Source: an optimization exercise on an open RTL-to-GDS flow (aim: small area). Production flows keep margins and buffers that such runs may drop.
In this exercise RTL edits were held to simulation tests only and were not proved equivalent to the original.
Power and IR drop assume default switching activity.

==> inputs of branch delta <==
==> flow/design.v <==
`timescale 1ns / 1ps
module video_core(
	input         clk,
	input         rst_n,
	input  [7:0]  vpo,
	input         config_done,
	input         enhance_enable,
	input         video_zoom,
	input         cross_output,
	output [9:0]  lut_addr,
	input  [7:0]  lut_data,
	output [19:0] sram_a_addr,
	output        sram_a_ce_n,
	output        sram_a_we_n,
	output        sram_a_oe_n,
	output [15:0] sram_a_dout,
	output        sram_a_doe,
	input  [15:0] sram_a_din,
	output [19:0] sram_b_addr,
	output        sram_b_ce_n,
	output        sram_b_we_n,
	output        sram_b_oe_n,
	output [15:0] sram_b_dout,
	output        sram_b_doe,
	input  [15:0] sram_b_din,
	output [7:0]  enc_data,
	output        frame_flag,
	output        decode_error,
	output [7:0]  img_mean,
	output        iris_int,
	output [7:0]  max_gray
);
function [19:0] radd;
	input [19:0] a;
	input [19:0] b;
	input        ci;
	integer i;
	reg c;
	begin
		c = ci;
		for (i = 0; i < 20; i = i + 1) begin
			radd[i] = a[i] ^ b[i] ^ c;
			c = (a[i] & b[i]) | (a[i] & c) | (b[i] & c);
		end
	end
endfunction
reg [7:0] d1, d2;
always @(posedge clk or negedge rst_n)
	if (!rst_n) begin
		d1 <= 8'h00;
		d2 <= 8'h00;
	end else begin
		d1 <= vpo;
		d2 <= d1;
	end
localparam DI  = 4'b0000, DW  = 4'b0001, DE1 = 4'b0010, DE2 = 4'b0011,
           DCB = 4'b0100, DLB = 4'b0101, DCR = 4'b0110, DLR = 4'b0111,
           DNP = 4'b1000, DFL = 4'b1001, DEL = 4'b1010, DNL = 4'b1011,
           DER = 4'b1100;
localparam RNP = 2'b00, RFL = 2'b01, REL = 2'b10, RNL = 2'b11;
reg [3:0]  ds;
reg [1:0]  dr;
reg [9:0]  hp;           
reg [15:0] pv;           
reg        fld;
reg        flag;
reg        iris;
reg        err;
reg        we_w;
reg        ce_w;
reg [7:0]  mgb;          
reg [7:0]  mg;
reg [7:0]  lutr;
reg [7:0]  img_hi;       
reg [16:0] img_lo;
reg [7:0]  dlo, dhi;     
wire d_ff = (d2 == 8'hFF);
wire d_00 = (d2 == 8'h00);
wire d_ok = !d_ff && !d_00;
wire in_line   = (ds[3:2] == 2'b01);
wire is_chroma = in_line && !ds[0];
wire is_luma   = in_line && ds[0];
wire st_di  = (ds == DI);
wire st_del = (ds == DEL);
wire cap_go = st_di && config_done;
wire [7:0] lut_lo = (enhance_enable && is_chroma) ? d1 : lutr;
assign lut_addr = {!flag, 1'b0, lut_lo};
wire pv_last = (pv == (fld ? 16'd58995 : 16'd46035));
wire pv_inc  = st_del && d2[5:4] == 2'b01;
wire win = !fld && (hp >= 10'd103) && (hp < 10'd615) && (pv >= 16'd1350) && (pv < 16'd12870);
wire acc = is_luma && d_ok && win;
wire [19:0] img_lo_sum = radd({3'd0, img_lo}, {12'd0, acc ? d2 : 8'd0}, 1'b0);
always @(posedge clk or negedge rst_n)
	if (!rst_n) begin
		ds <= DI;
		flag <= 1'b0;
		iris <= 1'b0;
		err <= 1'b0;
		we_w <= 1'b1;
		ce_w <= 1'b1;
		mgb <= 8'h00;
		mg <= 8'h00;
		lutr <= 8'h00;
		img_hi <= 8'h00;
	end else begin
		case (ds)
		DI:
			if (config_done) begin
				err <= 1'b0;
				flag <= ~flag;
				iris <= 1'b0;
				we_w <= 1'b1;
				ce_w <= 1'b1;
				mg <= mgb;
				ds <= DW;
			end
		DW:
			if (d_ff) ds <= DE1;
		DE1:
			ds <= d_00 ? DE2 : DER;
		DE2:
			ds <= d_00 ? {2'b10, dr} : DER;
		DNP:
			ds <= DW;
		DFL:
			if (d2[6:4] == 3'b000) begin
				ds <= DCB;
				ce_w <= 1'b0;
			end else
				ds <= DW;
		DCB: begin
			we_w <= 1'b1;
			if (d_ff) ds <= DE1;
			else if (d_00) ds <= DER;
			else ds <= DLB;
		end
		DCR: begin
			we_w <= 1'b1;
			ds <= d_ok ? DLR : DER;
		end
		DLB, DLR:
			if (d_ok) begin
				ds <= ds[1] ? DCB : DCR;
				if (d2 >= mgb) mgb <= d2;
				we_w <= 1'b0;
			end else
				ds <= DER;
		DEL: begin
			we_w <= 1'b1;
			ce_w <= 1'b1;
			if (d2[6:4] == 3'b111)
				ds <= DI;
			else if (d2[6:4] == 3'b011) begin
				ds <= DW;
				iris <= 1'b0;
			end else if (d2[5:4] == 2'b01) begin
				if (!fld && pv == 16'd12870) iris <= 1'b1;
				ds <= DW;
			end else
				ds <= DER;
		end
		DNL:
			if (d2[5:4] == 2'b00) begin
				ds <= DCB;
				ce_w <= 1'b0;
			end else
				ds <= DW;
		DER:
			if (config_done)
				ds <= DI;
			else begin
				we_w <= 1'b1;
				ce_w <= 1'b1;
				err <= 1'b1;
			end
		default:
			ds <= DER;
		endcase
		if (is_chroma && d_ok && enhance_enable) lutr <= d1;
		img_hi <= cap_go ? 8'h00 : radd({12'd0, img_hi}, 20'd0, img_lo_sum[17]);
	end
always @(posedge clk) begin
	if (st_di) dr <= RNP;
	else if (ds == DNP && d2[6:5] == 2'b01) dr <= RFL;
	else if (in_line) dr <= REL;
	else if (st_del) dr <= RNL;
	hp <= in_line ? radd({10'd0, hp}, 20'd0, is_chroma && d_ok) : 10'h3FF;
	if (st_di)
		pv <= 16'd0;
	else if ((st_del && d2[6:4] == 3'b011) || (pv_inc && pv_last && fld))
		pv <= 16'd12960;
	else if (pv_inc && pv_last)
		pv <= 16'd0;
	else
		pv <= radd({4'd0, pv}, {14'd0, pv_inc, 1'b0, pv_inc, pv_inc, 1'b0, pv_inc}, 1'b0);
	if (st_di) fld <= 1'b0;
	else if (st_del && d2[6:4] == 3'b011) fld <= 1'b1;
	img_lo <= st_di ? 17'd0 : img_lo_sum[16:0];
	if (!is_luma) dlo <= d2;
	dhi <= enhance_enable ? lut_data : d2;
end
wire [19:0] wr_hi = radd({4'd0, pv}, {14'd0, hp[9:4]}, 1'b0);
wire [19:0] wr_addr = {wr_hi[15:0], hp[3:0]};
wire [15:0] wr_data = {dhi, dlo};
assign img_mean = img_hi;
assign max_gray = mg;
assign iris_int = iris;
assign decode_error = err;
assign frame_flag = flag;
localparam EI  = 4'b0000, EW  = 4'b0001, EE1 = 4'b0010, EE2 = 4'b0011,
           EAC = 4'b0100, EER = 4'b0101,
           ENP = 4'b1000, EOD = 4'b1001, EEL = 4'b1010, ENL = 4'b1011;
localparam NNP = 2'b00, NOD = 2'b01, NEL = 2'b10, NNL = 2'b11;
reg [3:0]  es;
reg [1:0]  en;
reg        zd, zd1;
reg [10:0] q;
reg        qfv;
reg [8:0]  lc;
reg [7:0]  mp;
reg        ce_r;
reg        fe;
reg [7:0]  y0, y1, cr;
reg [19:1] bf;
wire [15:0] rd_data = flag ? sram_a_din : sram_b_din;
wire [9:0]  q2 = q[10:1];
wire [8:0]  rx  = zd1 ? {1'b0, lc[8:1]} : lc;
wire [9:0]  ry  = zd1 ? {1'b0, q[10:2]} : q[10:1];
wire [19:0] rxf = radd({11'd0, rx}, {11'd0, fe, 1'b0, zd1, fe, 1'b0, zd1, 3'd0}, 1'b0);
wire [19:0] ryk = radd({10'd0, ry}, {12'd0, zd1, 1'b0, zd1, zd1, 1'b0, zd1, 2'd0}, 1'b0);
wire [19:0] rx5  = radd(rxf, {rxf[17:0], 2'd0}, 1'b0);
wire [19:0] rx45 = radd(rx5, {rx5[16:0], 3'd0}, 1'b0);
wire [19:0] rd_hi = radd(rx45, {14'd0, ryk[9:4]}, 1'b0);
wire [19:0] a_calc = {rd_hi[15:0], ryk[3:0]};
wire [19:0] rd_addr = (zd1 && q[2:0] != 3'd0) ? {bf, 1'b1} : a_calc;
wire e_ff = (d1 == 8'hFF);
wire e_00 = (d1 == 8'h00);
wire st_ei  = (es == EI);
wire st_eac = (es == EAC);
wire st_eel = (es == EEL);
wire enc_go = st_ei && config_done;
wire q_end  = (q == 11'd1439);
wire run    = st_eac && !e_ff && !q_end;
wire xhair = cross_output && (((lc == 9'd144) && (q2 >= 10'd335) && (q2 < 10'd385)) ||
                              ((q2 == 10'd360) && (lc > 9'd134) && (lc <= 9'd154)));
wire zload  = run && !q[0] && !xhair && zd1;
wire load0  = zload && (q[2:1] == 2'd0);
wire load2  = zload && (q[2:1] == 2'd1);
always @(posedge clk or negedge rst_n)
	if (!rst_n) begin
		es <= EI;
		qfv <= 1'b0;
		ce_r <= 1'b1;
		bf <= 19'd0;
	end else begin
		case (es)
		EI:
			if (config_done) begin
				es <= EW;
				qfv <= 1'b0;
				ce_r <= 1'b1;
			end
		EW:
			if (e_ff) es <= EE1;
		EE1:
			es <= e_00 ? EE2 : EER;
		EE2:
			es <= e_00 ? {2'b10, en} : EER;
		ENP:
			es <= EW;
		EOD:
			if (d1[6:4] == 3'b000) begin
				es <= EAC;
				ce_r <= 1'b0;
			end else
				es <= EW;
		EAC:
			if (e_ff)
				es <= EE1;
			else if (q_end) begin
				qfv <= 1'b0;
				es <= EW;
			end else
				qfv <= 1'b1;
		EEL: begin
			ce_r <= 1'b1;
			if (d1[6:4] == 3'b111)
				es <= EI;
			else if (d1[6:4] == 3'b011 || d1[5:4] == 2'b01)
				es <= EW;
			else
				es <= EER;
		end
		ENL:
			if (d1[5:4] == 2'b00) begin
				es <= EAC;
				ce_r <= 1'b0;
			end else
				es <= EW;
		EER:
			if (config_done)
				es <= EI;
			else
				ce_r <= 1'b1;
		default:
			es <= EER;
		endcase
		if (load0) bf <= a_calc[19:1];
	end
always @(posedge clk) begin
	zd <= video_zoom;
	zd1 <= zd;
	if (st_ei) en <= NNP;
	else if (es == ENP && d1[6:5] == 2'b01) en <= NOD;
	else if (st_eac) en <= NEL;
	else if (st_eel) en <= NNL;
	q <= (enc_go || (st_eac && !e_ff && q_end)) ? 11'd0 : radd({9'd0, q}, 20'd0, run);
	lc <= (enc_go || (st_eel && d1[6:4] == 3'b011)) ? 9'd0 :
	      radd({11'd0, lc}, 20'd0, st_eel && d1[5:4] == 2'b01);
	if (enc_go) fe <= 1'b0;
	else if (st_eel && d1[6:4] == 3'b011) fe <= 1'b1;
	if (enc_go) begin
		y0 <= 8'h10;
		y1 <= 8'h10;
		cr <= 8'h80;
	end else begin
		if (load0) y0 <= rd_data[15:8];
		if (load2) begin
			y1 <= rd_data[15:8];
			cr <= rd_data[7:0];
		end
	end
	mp <= 8'h00;
	if (run) begin
		if (!q[0]) begin
			if (xhair)
				mp <= 8'h80;
			else if (zd1)
				case (q[2:1])
				2'd0, 2'd1: mp <= rd_data[7:0];
				2'd2: mp <= 8'd189;
				default: mp <= cr;
				endcase
			else
				mp <= 8'd49;
		end else begin
			if (xhair)
				mp <= (rd_data[15:8] > 8'd128) ? 8'd20 : 8'd220;
			else if (zd1)
				mp <= q[2] ? y1 : y0;
			else
				mp <= rd_data[15:8];
		end
	end
end
assign enc_data = qfv ? mp : d2;
assign sram_b_addr = flag ? wr_addr : rd_addr;
assign sram_b_ce_n = flag ? ce_w : ce_r;
assign sram_b_we_n = flag ? we_w : 1'b1;
assign sram_b_oe_n = flag ? 1'b1 : ce_r;
assign sram_b_dout = wr_data;
assign sram_b_doe  = flag;
assign sram_a_addr = flag ? rd_addr : wr_addr;
assign sram_a_ce_n = flag ? ce_r : ce_w;
assign sram_a_we_n = flag ? 1'b1 : we_w;
assign sram_a_oe_n = flag ? ce_r : 1'b1;
assign sram_a_dout = wr_data;
assign sram_a_doe  = !flag;
endmodule
==> flow/flow/run.sh <==
#!/bin/bash
# Standard layout with three changes: an area-oriented ABC script in
# synthesis, port buffers made from the smallest buffer cell, and a clock
# tree of mid-size buffers without dummy loads.
set -euo pipefail
W="$(cd "$(dirname "$0")/.." && pwd)"
export AREA_ABC_SCRIPT="$W/flow/area.abc"
export FLOW_SYNTH_TCL="$W/synth_recipe.tcl"
export BUFFER_PORTS_ARGS="-buffer_cell sky130_fd_sc_hd__buf_1"
export CTS_ARGS="-sink_clustering_enable -repair_clock_nets -dont_use_dummy_load -buf_list sky130_fd_sc_hd__clkbuf_8 -sink_clustering_size 15 -sink_clustering_max_diameter 60 -sink_buffer_max_cap_derate 1.0"
sed "s|SYNTH_SCRIPT=[^ ]*|SYNTH_SCRIPT=$W/flow/synth_area.tcl|" "$W/standard.sh" > "$W/standard_area.sh"
grep -q "SYNTH_SCRIPT=$W/flow/synth_area.tcl" "$W/standard_area.sh"
bash "$W/standard_area.sh" > "$W/standard_flow.log" 2>&1
==> flow/flow/area.abc <==
strash
ifraig
dc2
&get -n
&deepsyn -T 60
&put
dch -f
amap -m -F 2 -A 8
topo
stime -c
dnsize -c
==> flow/flow/synth_area.tcl <==
# The standard flow's synthesis script, with the ABC step run on an area-oriented script
# (flow/area.abc) instead of ORFS's delay-oriented one.  Everything else,
# including flip-flop mapping, is synth_recipe.tcl unchanged.
proc abc {args} {
  set i [lsearch $args -script]
  if {$i >= 0} { lset args [expr {$i + 1}] $::env(AREA_ABC_SCRIPT) }
  yosys abc {*}$args
}
source $::env(FLOW_SYNTH_TCL)
==> flow/standard.sh <==
#!/bin/bash
# synth_recipe.tcl (not shown) runs the flow's synth.tcl, then flattens the netlist and writes it again
# the make line also repeats each setting of config.mk as NAME=value (left out here)
make -C /OpenROAD-flow-scripts/flow DESIGN_CONFIG=/design/flow/config.mk WORK_HOME=/design/flow/orfs CLKGATE_MAP_FILE= SYNTH_SCRIPT=/design/flow/synth_recipe.tcl "${@:-finish}"
==> flow/config.mk <==
export PLATFORM = sky130hd
export DESIGN_NAME = video_core
export DESIGN_NICKNAME = video_core
export VERILOG_FILES = /design/flow/design.v
export SDC_FILE = /design/flow/constraint.sdc
export NUM_CORES = 4
export LEC_CHECK = 0
export CAP_MARGIN = 20
export CORE_MARGIN = 2
export CORE_UTILIZATION = 40
export PLACE_DENSITY = 0.6
export SLEW_MARGIN = 20
==> flow/constraint.sdc <==
create_clock -name core_clock -period 10.0 [get_ports {clk}]
set_input_delay 2.0000 -clock core_clock [delete_from_list [all_inputs] [get_ports {clk}]]
set_output_delay 2.0000 -clock core_clock [all_outputs]
set_load 0.01 [all_outputs]
==> inputs of branch quartz, as changes to branch delta <==
--- a/flow/design.v
+++ b/flow/design.v
@@ -62,5 +62,5 @@
 reg [1:0]  dr;
 reg [9:0]  hp;           
-reg [15:0] pv;           
+reg [9:0]  vc;           
 reg        fld;
 reg        flag;
@@ -86,7 +86,5 @@
 wire [7:0] lut_lo = (enhance_enable && is_chroma) ? d1 : lutr;
 assign lut_addr = {!flag, 1'b0, lut_lo};
-wire pv_last = (pv == (fld ? 16'd58995 : 16'd46035));
-wire pv_inc  = st_del && d2[5:4] == 2'b01;
-wire win = !fld && (hp >= 10'd103) && (hp < 10'd615) && (pv >= 16'd1350) && (pv < 16'd12870);
+wire win = !fld && (hp >= 10'd103) && (hp < 10'd615) && (vc >= 10'd30) && (vc < 10'd286);
 wire acc = is_luma && d_ok && win;
 wire [19:0] img_lo_sum = radd({3'd0, img_lo}, {12'd0, acc ? d2 : 8'd0}, 1'b0);
@@ -155,5 +153,5 @@
 				iris <= 1'b0;
 			end else if (d2[5:4] == 2'b01) begin
-				if (!fld && pv == 16'd12870) iris <= 1'b1;
+				if (!fld && vc == 10'd286) iris <= 1'b1;
 				ds <= DW;
 			end else
@@ -186,12 +184,6 @@
 	else if (st_del) dr <= RNL;
 	hp <= in_line ? radd({10'd0, hp}, 20'd0, is_chroma && d_ok) : 10'h3FF;
-	if (st_di)
-		pv <= 16'd0;
-	else if ((st_del && d2[6:4] == 3'b011) || (pv_inc && pv_last && fld))
-		pv <= 16'd12960;
-	else if (pv_inc && pv_last)
-		pv <= 16'd0;
-	else
-		pv <= radd({4'd0, pv}, {14'd0, pv_inc, 1'b0, pv_inc, pv_inc, 1'b0, pv_inc}, 1'b0);
+	vc <= (st_di || (st_del && d2[6:4] == 3'b011)) ? 10'd0 :
+	      radd({10'd0, vc}, 20'd0, st_del && d2[5:4] == 2'b01);
 	if (st_di) fld <= 1'b0;
 	else if (st_del && d2[6:4] == 3'b011) fld <= 1'b1;
@@ -200,5 +192,8 @@
 	dhi <= enhance_enable ? lut_data : d2;
 end
-wire [19:0] wr_hi = radd({4'd0, pv}, {14'd0, hp[9:4]}, 1'b0);
+wire [19:0] vf   = radd({10'd0, vc}, {11'd0, fld, 2'd0, fld, 5'd0}, 1'b0);
+wire [19:0] vf5  = radd(vf, {vf[17:0], 2'd0}, 1'b0);
+wire [19:0] vf45 = radd(vf5, {vf5[16:0], 3'd0}, 1'b0);
+wire [19:0] wr_hi = radd(vf45, {14'd0, hp[9:4]}, 1'b0);
 wire [19:0] wr_addr = {wr_hi[15:0], hp[3:0]};
 wire [15:0] wr_data = {dhi, dlo};
==> flow/run.sh (new file) <==
#!/bin/bash
# synth_recipe.tcl (not shown) runs the flow's synth.tcl, then flattens the netlist and writes it again
# the make line also repeats each setting of config.mk as NAME=value (left out here)
make -C /OpenROAD-flow-scripts/flow DESIGN_CONFIG=/design/flow/config.mk WORK_HOME=/design/flow/orfs CLKGATE_MAP_FILE= SYNTH_SCRIPT=/design/flow/synth_recipe.tcl finish
removed: flow/flow/run.sh
removed: flow/flow/area.abc
removed: flow/flow/synth_area.tcl
removed: flow/standard.sh
==> notes <==
Wire length: branch delta is smaller than branch quartz (about 7%). Between branch delta and branch quartz, the lower maximum frequency is in branch delta (gap about 0.9%, measured against branch quartz). Branch quartz passed the timing, DRC and antenna checks. Branch delta finished clean. Of branch quartz and branch delta, branch quartz has the higher utilization (gap 4.1 points). In critical path depth, branch quartz and branch delta do not differ. Of branch delta and branch quartz, branch quartz has the higher synthesized area (gap about 11%, measured against branch quartz). Sequential power: branch delta is smaller than branch quartz (about 9%). Between branch delta and branch quartz, the lower sequential share of layout area is in branch quartz (gap 7.6 points).

-- what the ideal ports hide --
Ports are ideal in the flow. The routed layouts listed here were re-timed in OpenROAD. Step 1, drivers: a clkbuf_16 drives clk and a buf_2 each remaining input, both assumed. Step 2, shift: input delay + t, output delay - t, t = (earliest + latest rising clock arrival at the registers) / 2. This alone moves slack from input paths to output paths. a / b / c = no drivers / after step 1 / after step 2; a / b = the first two.
run	t, ns	setup WS [ns]	hold WS [ns]	slew at the worst register clock pin (ns)	worst slew at a driven data input, ns
branch delta	0.556	0.385 / 0.342 / 0.899	0.340 / 0.340 / 0.340	0.10 / 0.10	0.05
branch quartz	0.488	0.469 / 0.421 / 0.909	0.352 / 0.352 / 0.352	0.09 / 0.09	0.07
After both steps setup and hold are still met in every run listed.
